Context: an optimization exercise on an open-source flow, tuned for small area. The choices shown serve that exercise and are no tape-out recipe. Only simulation tests tie the RTL to the original design; equivalence was not proved. Power is estimated from default activity; no workload was simulated.

==> flow/design.v <==
module ALU (
    input  wire [31:0] IN1,
    input  wire [31:0] IN2,
    input  wire        sub,
    input  wire        andop,
    output wire [31:0] Output,
    output wire        zero,     
    output wire        lt        
);
    wire [31:0] b  = IN2 ^ {32{sub}};
    wire [31:0] p0 = IN1 ^ b;
    wire [31:0] g0 = IN1 & b;    
    reg  [31:0] g, p;
    integer i, l;
    always @* begin
        g = g0;
        p = p0;
        g[0] = g0[0] | (p0[0] & sub);
        for (l = 1; l < 32; l = l * 2)
            for (i = 0; i < 32; i = i + 1)
                if ((i / l) % 2 == 1) begin
                    g[i] = g[i] | (p[i] & g[(i / l) * l - 1]);
                    p[i] = p[i] & p[(i / l) * l - 1];
                end
    end
    wire [31:0] sum = p0 ^ {g[30:0], sub};
    assign Output = andop ? g0 : sum;
    assign zero = ~|sum;
    assign lt = (IN1[31] ^ IN2[31]) ? IN1[31] : sum[31];
endmodule
module RegFile (
    input  wire        clk,
    input  wire        rst,
    input  wire [15:0] selA,     
    input  wire [15:1] selB,
    input  wire [31:0] extB,     
    input  wire [15:1] we1,
    input  wire [15:1] we2,
    input  wire        spInc,
    input  wire        spDec,
    input  wire [31:0] W1,
    input  wire [31:0] W2,
    input  wire [31:0] W1s,
    output reg  [31:0] BusA,
    output reg  [31:0] BusB
);
    reg [31:0] R [1:15];
    reg [31:0] sp;
    integer i;
    always @* begin
        BusA = {32{selA[0]}} & sp;
        BusB = extB;
        for (i = 1; i < 16; i = i + 1) begin
            BusA = BusA | ({32{selA[i]}} & R[i]);
            BusB = BusB | ({32{selB[i]}} & R[i]);
        end
    end
    reg [15:1] e1, ne2, wr;
    always @* begin
        for (i = 1; i < 16; i = i + 1) begin
            e1[i]  = we1[i] & ~we2[i];
            ne2[i] = ~we2[i];
            wr[i]  = we1[i] | we2[i];
        end
    end
    wire [31:0] W1n = ~W1;
    always @(posedge clk) begin
        for (i = 1; i < 16; i = i + 1)
            R[i] <= ~(({32{e1[i]}} & W1n) | ~((W2 | {32{ne2[i]}}) & (R[i] | {32{wr[i]}})));
        if (rst)
            sp <= 32'd0;
        else if (spInc)
            sp <= W2;
        else if (spDec)
            sp <= W1s;
    end
endmodule
module control_unit (
    input  wire [5:0] opcode,
    output wire       isR,       
    output wire       isBr,      
    output wire       opBGT, opBLT, opBEQ, opBNE,
    output wire       isJ,       
    output wire       opCALL,
    output wire       opRET,
    output wire       opPOI,     
    output wire       isStack,   
    output wire       spDec,     
    output wire       regWr,     
    output wire       isLoad,    
    output wire       aluAnd,    
    output wire       aluSub,    
    output wire       immZext,   
    output wire       memWr,
    output wire       memRd
);
    wire hi0 = (opcode[5:4] == 2'b00);
    wire [15:0] d;
    genvar k;
    generate for (k = 0; k < 16; k = k + 1) begin : g_dec
        assign d[k] = hi0 && (opcode[3:0] == k);
    end endgenerate
    wire opPOP = (opcode == 6'd16);
    assign isR     = d[0] | d[1] | d[2];
    assign opBGT   = d[8];
    assign opBLT   = d[9];
    assign opBEQ   = d[10];
    assign opBNE   = d[11];
    assign isBr    = d[8] | d[9] | d[10] | d[11];
    assign isJ     = d[12] | d[13];
    assign opCALL  = d[13];
    assign opRET   = d[14];
    assign opPOI   = d[6];
    assign isStack = d[13] | d[14] | d[15] | opPOP;
    assign spDec   = d[14] | opPOP;
    assign regWr   = d[0] | d[1] | d[2] | d[3] | d[4] | d[5] | d[6] | opPOP;
    assign isLoad  = d[5] | d[6] | opPOP;
    assign aluAnd  = d[0] | d[3];
    assign aluSub  = d[2] | isBr;
    assign immZext = d[3] | d[4];
    assign memWr   = d[7] | d[13] | d[15];
    assign memRd   = d[5] | d[6] | d[14] | opPOP;
endmodule
module pc_module (
    input  wire        clock,
    input  wire        reset,
    input  wire        taken,       
    input  wire        isJ,         
    input  wire        isRet,
    input  wire [31:0] sextImm,
    input  wire [25:0] imm26,
    input  wire [31:0] topstack,
    output reg  [31:0] PC,
    output wire [31:0] pc_plus_1
);
    wire [32:0] ci;
    assign ci[0] = 1'b1;
    genvar k;
    generate for (k = 0; k < 32; k = k + 1) begin : g_add
        assign pc_plus_1[k] = PC[k] ^ ci[k];
        assign ci[k+1] = PC[k] & ci[k];
    end endgenerate
    wire [31:0] bta;
    wire [16:0] cb;
    assign cb[0] = 1'b0;
    generate for (k = 0; k < 16; k = k + 1) begin : g_lo
        assign bta[k] = PC[k] ^ sextImm[k] ^ cb[k];
        assign cb[k+1] = (PC[k] & sextImm[k]) | (PC[k] & cb[k]) | (sextImm[k] & cb[k]);
    end endgenerate
    wire sg = sextImm[15];
    wire go = cb[16] ^ sg;
    wire [16:0] pre;
    assign pre[0] = 1'b1;
    generate for (k = 0; k < 16; k = k + 1) begin : g_hi
        assign pre[k+1] = pre[k] & (PC[16+k] ^ sg);
        assign bta[16+k] = PC[16+k] ^ (go & pre[k]);
    end endgenerate
    always @(posedge clock) begin
        if (reset)
            PC <= 32'd0;
        else if (isRet)
            PC <= topstack;
        else if (isJ)
            PC <= {PC[31:26], imm26};
        else if (taken)
            PC <= bta;
        else
            PC <= pc_plus_1;
    end
endmodule
module processor (
    input  wire        clk,
    input  wire        rst,
    output wire [31:0] imem_addr,
    input  wire [31:0] imem_data,
    output wire [31:0] dmem_addr,
    output wire [31:0] dmem_wdata,
    output wire        dmem_we,
    output wire        dmem_re,
    input  wire [31:0] dmem_rdata
);
    wire [5:0]  opcode = imem_data[31:26];
    wire [3:0]  Rd     = imem_data[25:22];
    wire [3:0]  Rs1    = imem_data[21:18];
    wire [3:0]  Rs2    = imem_data[17:14];
    wire [15:0] imm16  = imem_data[17:2];
    wire [25:0] imm26  = imem_data[25:0];
    wire isR, isBr, opBGT, opBLT, opBEQ, opBNE, isJ, opCALL, opRET, opPOI;
    wire isStack, spDec, regWr, isLoad, aluAnd, aluSub, immZext, memWr, memRd;
    control_unit cu (
        .opcode(opcode), .isR(isR), .isBr(isBr), .opBGT(opBGT), .opBLT(opBLT),
        .opBEQ(opBEQ), .opBNE(opBNE), .isJ(isJ), .opCALL(opCALL), .opRET(opRET),
        .opPOI(opPOI), .isStack(isStack), .spDec(spDec), .regWr(regWr),
        .isLoad(isLoad), .aluAnd(aluAnd), .aluSub(aluSub), .immZext(immZext),
        .memWr(memWr), .memRd(memRd));
    wire [3:0] rB = isR ? Rs2 : Rd;
    reg [15:0] selA;
    reg [15:1] selB, we1, we2;
    integer i;
    always @* begin
        selA[0] = isStack;
        for (i = 1; i < 16; i = i + 1) begin
            selA[i] = ~isStack & (Rs1 == i);
            selB[i] = ~opCALL & (rB == i);
            we1[i]  = regWr & (Rd == i);
            we2[i]  = opPOI & (Rs1 == i);
        end
    end
    wire [31:0] PC, pc_plus_1;
    wire [31:0] BusA, BusB, ALU_Output;
    wire [31:0] W1 = isLoad ? dmem_rdata : ALU_Output;
    wire [31:0] W2;
    wire [32:0] ci;
    assign ci[0] = 1'b1;
    genvar k;
    generate for (k = 0; k < 32; k = k + 1) begin : g_inc
        assign W2[k] = BusA[k] ^ ci[k];
        assign ci[k+1] = BusA[k] & ci[k];
    end endgenerate
    RegFile register_file (
        .clk(clk), .rst(rst), .selA(selA), .selB(selB),
        .extB({32{opCALL}} & pc_plus_1),
        .we1(we1), .we2(we2), .spInc(isStack & ~spDec), .spDec(spDec),
        .W1(W1), .W2(W2), .W1s(ALU_Output), .BusA(BusA), .BusB(BusB));
    wire [31:0] sextImm = {{16{imm16[15]}}, imm16};
    wire [31:0] immB = isStack ? {32{spDec}} : {{16{imm16[15] & ~immZext}}, imm16};
    wire [31:0] ALU_B = (isR | isBr) ? BusB : immB;
    wire zero, lt;
    ALU alu (.IN1(BusA), .IN2(ALU_B), .sub(aluSub), .andop(aluAnd),
             .Output(ALU_Output), .zero(zero), .lt(lt));
    wire taken = (opBGT & lt) | (opBLT & ~lt & ~zero) | (opBEQ & zero) | (opBNE & ~zero);
    pc_module pcModule (
        .clock(clk), .reset(rst), .taken(taken), .isJ(isJ), .isRet(opRET),
        .sextImm(sextImm), .imm26(imm26), .topstack(dmem_rdata),
        .PC(PC), .pc_plus_1(pc_plus_1));
    assign imem_addr  = PC;
    assign dmem_addr  = ALU_Output;
    assign dmem_wdata = BusB;
    assign dmem_we    = memWr;
    assign dmem_re    = memRd;
endmodule
==> flow/flow/run.sh <==
#!/bin/bash
# Own flow: the standard layout (standard.sh) with three changes:
#  - synthesis: the ABC script that maps the combinational logic onto cells
#    (flow/abc.script) replaces ORFS's; registers and everything else are the standard
#    synthesis's;
#  - port buffering: every input and output port still gets a buffer, a buf_1;
#  - clock tree: smaller clock buffers, larger sink clusters, no dummy loads.
set -euo pipefail
W=$(pwd)
sed "s|^source \$::env(SCRIPTS_DIR)/synth_preamble.tcl\$|&\nset abc_args [lreplace \$abc_args 1 1 $W/flow/abc.script]|" \
  "$FLOW_HOME/scripts/synth.tcl" > "$W/own_synth_core.tcl"
grep -q "flow/abc.script" "$W/own_synth_core.tcl"
sed "s|\$::env(SCRIPTS_DIR)/synth.tcl|$W/own_synth_core.tcl|" synth_recipe.tcl > "$W/own_synth.tcl"
grep -q "own_synth_core.tcl" "$W/own_synth.tcl"
bash standard.sh SYNTH_SCRIPT="$W/own_synth.tcl" synth > "$W/synth.log" 2>&1
export BUFFER_PORTS_ARGS="-buffer_cell sky130_fd_sc_hd__buf_1"
export CTS_ARGS="-sink_clustering_enable -repair_clock_nets -dont_use_dummy_load -buf_list {sky130_fd_sc_hd__clkbuf_8} -sink_clustering_size 14 -sink_clustering_max_diameter 60"
bash standard.sh > "$W/layout.log" 2>&1
==> flow/flow/abc.script <==
&get -n
&st
&dch
&nf -R 1000
&st
&syn2
&dch
&nf -R 1000
&put
topo
==> flow/standard.sh <==
#!/bin/bash
# synth_recipe.tcl (not shown) runs the flow's synth.tcl, then flattens the netlist and writes it again
# the make line also repeats each setting of config.mk as NAME=value (left out here)
make -C /OpenROAD-flow-scripts/flow DESIGN_CONFIG=/design/flow/config.mk WORK_HOME=/design/flow/orfs CLKGATE_MAP_FILE= SYNTH_SCRIPT=/design/flow/synth_recipe.tcl "${@:-finish}"
==> flow/config.mk <==
export PLATFORM = sky130hd
export DESIGN_NAME = processor
export DESIGN_NICKNAME = processor
export VERILOG_FILES = /design/flow/design.v
export SDC_FILE = /design/flow/constraint.sdc
export NUM_CORES = 4
export LEC_CHECK = 0
export ABC_AREA = 1
export CAP_MARGIN = 10
export CORE_MARGIN = 2
export CORE_UTILIZATION = 40
export SLEW_MARGIN = 10
==> flow/constraint.sdc <==
create_clock -name core_clock -period 14.0 [get_ports {clk}]
set_input_delay 2.8000 -clock core_clock [delete_from_list [all_inputs] [get_ports {clk}]]
set_output_delay 2.8000 -clock core_clock [all_outputs]
set_load 0.01 [all_outputs]
==> flow_summary_export.csv <==
group,metric,value,unit
yosys,synth_area,0.0274,mm^2
min_path,holdPathStages,2,
critical_path,crit_top_cell,"ha_1",
detailed_routing,vias_per_cell,8.16,
sta,finalCritPeriodShare,98.1,%
layout,fillers,6597,
power,switching_share,45.8,%
critical_path,crit_fanout,15,
detailed_routing,vias,36300,
sta,final.setup.tns,0,ps
outcome,status,"finished clean",
power,leakagePower,12.0,nW
placement,dp_cells,4368,
floorplanning,start_util,40.6,%
floorplanning,die_area,0.0707,mm^2
clocking,cts_tree,"built",
clocking,cts_hold_buf,0,
yosys,synth_area_leaders,"dfxtp_1, o22ai_1, a21oi_1",
critical_path,critical_path.slowest_cell,"xor2_1",
sta,slew_headroom,11.6,%
critical_path,max_stage_delay,580,ps
clocking,clk_pin_slew,80,ps
clocking,clock_latency,750,ps
sta,hold_viol,0,
yosys,synth_top_cell_by_area,"dfxtp_1",
detailed_routing,post-route-drc-count,0,
power,p_clk_share,16.2,%
layout,utilization,48.2,%
yosys,synth_edf_count,0,
critical_path,cp.arrival,14330,ps
placement,place_ws,35.2,ps
grt,grt_pass1_vias,33800,
detailed_routing,drtAntennaViolNets,0,
sta,grt_setup_unrepaired,"no",
yosys,syn_inst,3066,
floorplanning,die_h,266,um
placement,dpl-instance-area,0.0316,mm^2
sta,setup_viol_count_final,0,
floorplanning,die_w,266,um
clocking,numCtsBuffers,54,
detailed_routing,routedWlPerCell,44.0,um
yosys,syn_avg_cell_area,8.94,um^2
clocking,cts_root_buf,"clkbuf_8",
yosys,synth_top_area_share,39.7,%
grt,grt_max_degree,47,
power,combPwrFrac,39.5,%
power,finalPower,5.78,mW
grt,grt_pass1_wl,264,mm
yosys,ys_types,44,
critical_path,start_kind,"register",
sta,clock_skew,117,ps
placement,place_congestion,1.09,
sta,fin_ws,260,ps
sta,whs,476,ps
placement,dp_hpwl,123,mm
sta,period_needed,13740,ps
layout,drive_gt1_share,11.7,%
critical_path,reg2reg_depth,55,
clocking,cts_sinks,544,
yosys,yosysWarnings,5,
clocking,clockBufferDepth,3,
flow_run,cap_violations,0,
critical_path,crit_family,"adder cells",
floorplanning,core_area,0.0675,mm^2
layout,final_cells,4440,
critical_path,required,14590,ps
layout,syn2layout_area_growth,18.7,%
sta,tightest_slew,1290,ps
clocking,htree_levels,2,
yosys,ys_seq_area_share,39.7,%
layout,fin_nets,3736,
sta,slew_viol_final,0,
layout,stdcell_area,0.0325,mm^2
yosys,synth-async-reset-ratio,0,%
power,max-vdd-ir-drop,0.000123,V
detailed_routing,dr.pass1.iters,17,
floorplanning,io_pins,164,
power,p_int,3.13,mW
grt,grt_overflow_total,0,
power,p_per_area,178,mW/mm^2
yosys,synth_nets,3245,
power,p_seq_share,44.3,%
yosys,synth_ff_type,"dfxtp_1",
detailed_routing,wirelength,195,mm
yosys,ys_ff_latch,544,
critical_path,path_class,"reg -> reg",
placement,port_buffers,163,
grt,grt.total_usage,52.8,%
detailed_routing,first_iter_violations,9587,
power,p_switching,2.65,mW
min_path,hp-class,"reg -> reg",
critical_path,critPathCaptureType,"register",
grt,grt_antenna_before_repair,9,
critical_path,cp.depth,55,
sta,max_freq,0.0728,GHz
floorplanning,std_cell_rows,95,
critical_path,crit_buf_inv,1,
-- tightest hold or removal path, delay by kind of cell (launching register included) --
family             cells  cell delay [ps]
AOI/OAI and AO/OA      1               50
DFF                    1              320
and+or+nand+nor        1               60
-- worst paths after layout --
kind                                                        from                                to  slack, ps
worst max-delay path                   pcModule.PC[0]$_SDFF_PP0_        pcModule.PC[15]$_SDFF_PP0_        260
worst min-delay path            register_file.sp[4]$_SDFFE_PP0P_  register_file.sp[4]$_SDFFE_PP0P_        480
worst max register to register         pcModule.PC[0]$_SDFF_PP0_        pcModule.PC[15]$_SDFF_PP0_        260
worst min register to register  register_file.sp[4]$_SDFFE_PP0P_  register_file.sp[4]$_SDFFE_PP0P_        480
-- synthesized netlist by cell type (45+ instances only) --
cell type / number
a21oi_1: 448
a221oi_1: 99
a222oi_1: 198
a22o_1: 51
a22oi_1: 148
dfxtp_1: 544
ha_1: 93
mux2i_1: 46
nand2_1: 181
nand4_1: 45
nor2_1: 322
o21ai_0: 72
o22ai_1: 388
-- cell type report --
| class | instances | area, um^2 | area share, % |
|---|---|---|---|
| Antenna cell | 12 | 30.0 | 0.0923 |
| Timing Repair Buffer | 435 | 2730 | 8.37 |
| Clock buffer | 54 | 743 | 2.28 |
| Multi-Input combinational cell | 2490 | 16900 | 52.1 |
| Sequential cell | 544 | 10900 | 33.5 |
| Tap cell | 873 | 1090 | 3.36 |
| Inverter | 32 | 120 | 0.369 |
-- power groups by stage --
| stage | logic (mW) | clock network (mW) | registers (mW) |
|---|---|---|---|
| 2_1_floorplan | 1.30 | 0 | 2.33 |
| 3_3_place_gp | 2.09 | 0 | 2.55 |
| 3_5_place_dp | 2.13 | 0 | 2.53 |
| 4_1_cts | 2.14 | 0.919 | 2.50 |
| 5_1_grt | 2.40 | 0.976 | 2.57 |
| 6_report | 2.28 | 0.938 | 2.56 |
-- per-layer routing --
metal | track usage (%) | vias to the layer above | wire, um | part of all wire [%]
met4 | 34.1 | 8 | 16400 | 8.4
met3 | 26.4 | 1253 | 35800 | 18
met2 | 71.0 | 4102 | 73700 | 38
li1 | - | 13700 | - | -
met5 | 1.04 | - | 141 | 0.072
met1 | 65.9 | 17200 | 69200 | 35
-- registers in the layout, summed over array words and instances, names as in the netlist --
| name | count |
|---|---|
| register_file.sp | 32 |
| register_file.R | 480 |
| pcModule.PC | 32 |
-- repair_timing --
| item | CTS | global route |
|---|---|---|
| gates resized for setup | 1 | 24 |
| pin swaps | 0 | 10 |
| gates cloned | 0 | 0 |
| buffers inserted | 0 | 4 |
| hold endpoints to repair | 0 | 0 |
| setup endpoints to repair | 2 | 7 |
-- kinds of logic (layout without fill, tap and decap cells) --
family | count (synthesis) | count (layout) | share of synthesized area [%]
DFF | 544 | 544 | 39.7
buffers and inverters | 32 | 521 | 0.438
and+or+nand+nor | 748 | 748 | 12.5
adders and majority gates | 113 | 113 | 5.70
other | 0 | 12 | 0
xor gates and xnor gates | 84 | 84 | 2.68
muxes | 53 | 53 | 1.97
AOI/OAI and AO/OA | 1492 | 1492 | 37.0
-- cell usage in the layout, fill, tap and decap left out, drive strengths merged, types with 16 or more instances in the layout --
| cell type | n |
|---|---|
| a221oi | 99 |
| nand2 | 181 |
| a22o | 51 |
| and4 | 30 |
| fa | 20 |
| and3 | 30 |
| nand4 | 45 |
| xnor2 | 42 |
| nand3 | 44 |
| clkbuf | 57 |
| a22oi | 148 |
| o22ai | 388 |
| mux2i | 46 |
| buf | 432 |
| ha | 93 |
| dfxtp | 544 |
| a211oi | 43 |
| o221ai | 16 |
| xor2 | 42 |
| nor2 | 322 |
| a21oi | 448 |
| a222oi | 198 |
| nor3 | 32 |
| o21ai | 72 |
| clkinv | 32 |

[re-timing with driven ports]
Ports are ideal in the flow. The routed layout listed here was re-timed in OpenROAD. Step 1 (the two cells are an assumption about what drives the block):
set clk [get_ports {clk}]
set_driving_cell -lib_cell sky130_fd_sc_hd__clkbuf_16 $clk
set_driving_cell -lib_cell sky130_fd_sc_hd__buf_2 [delete_from_list [all_inputs] $clk]
Step 2 adds t to the input delays and takes it off the output delays; t is the mean of the earliest and latest rising clock arrival at the registers after step 1. Input paths then give back, and output paths get back, about the clock's delay inside the block. Slacks: ideal ports / drivers / drivers and shift; pairs: ideal ports / drivers.
shift t [ns]: 0.760
setup slack, ns: 0.260 / 0.260 / 0.260
hold slack, ns: 0.476 / 0.476 / 0.476
worst setup path at the end: register to register
After both steps setup and hold are still met in this run. For this run, drivers alone change the setup slack by 0.000 ns; drivers and shift together by 0.000 ns.
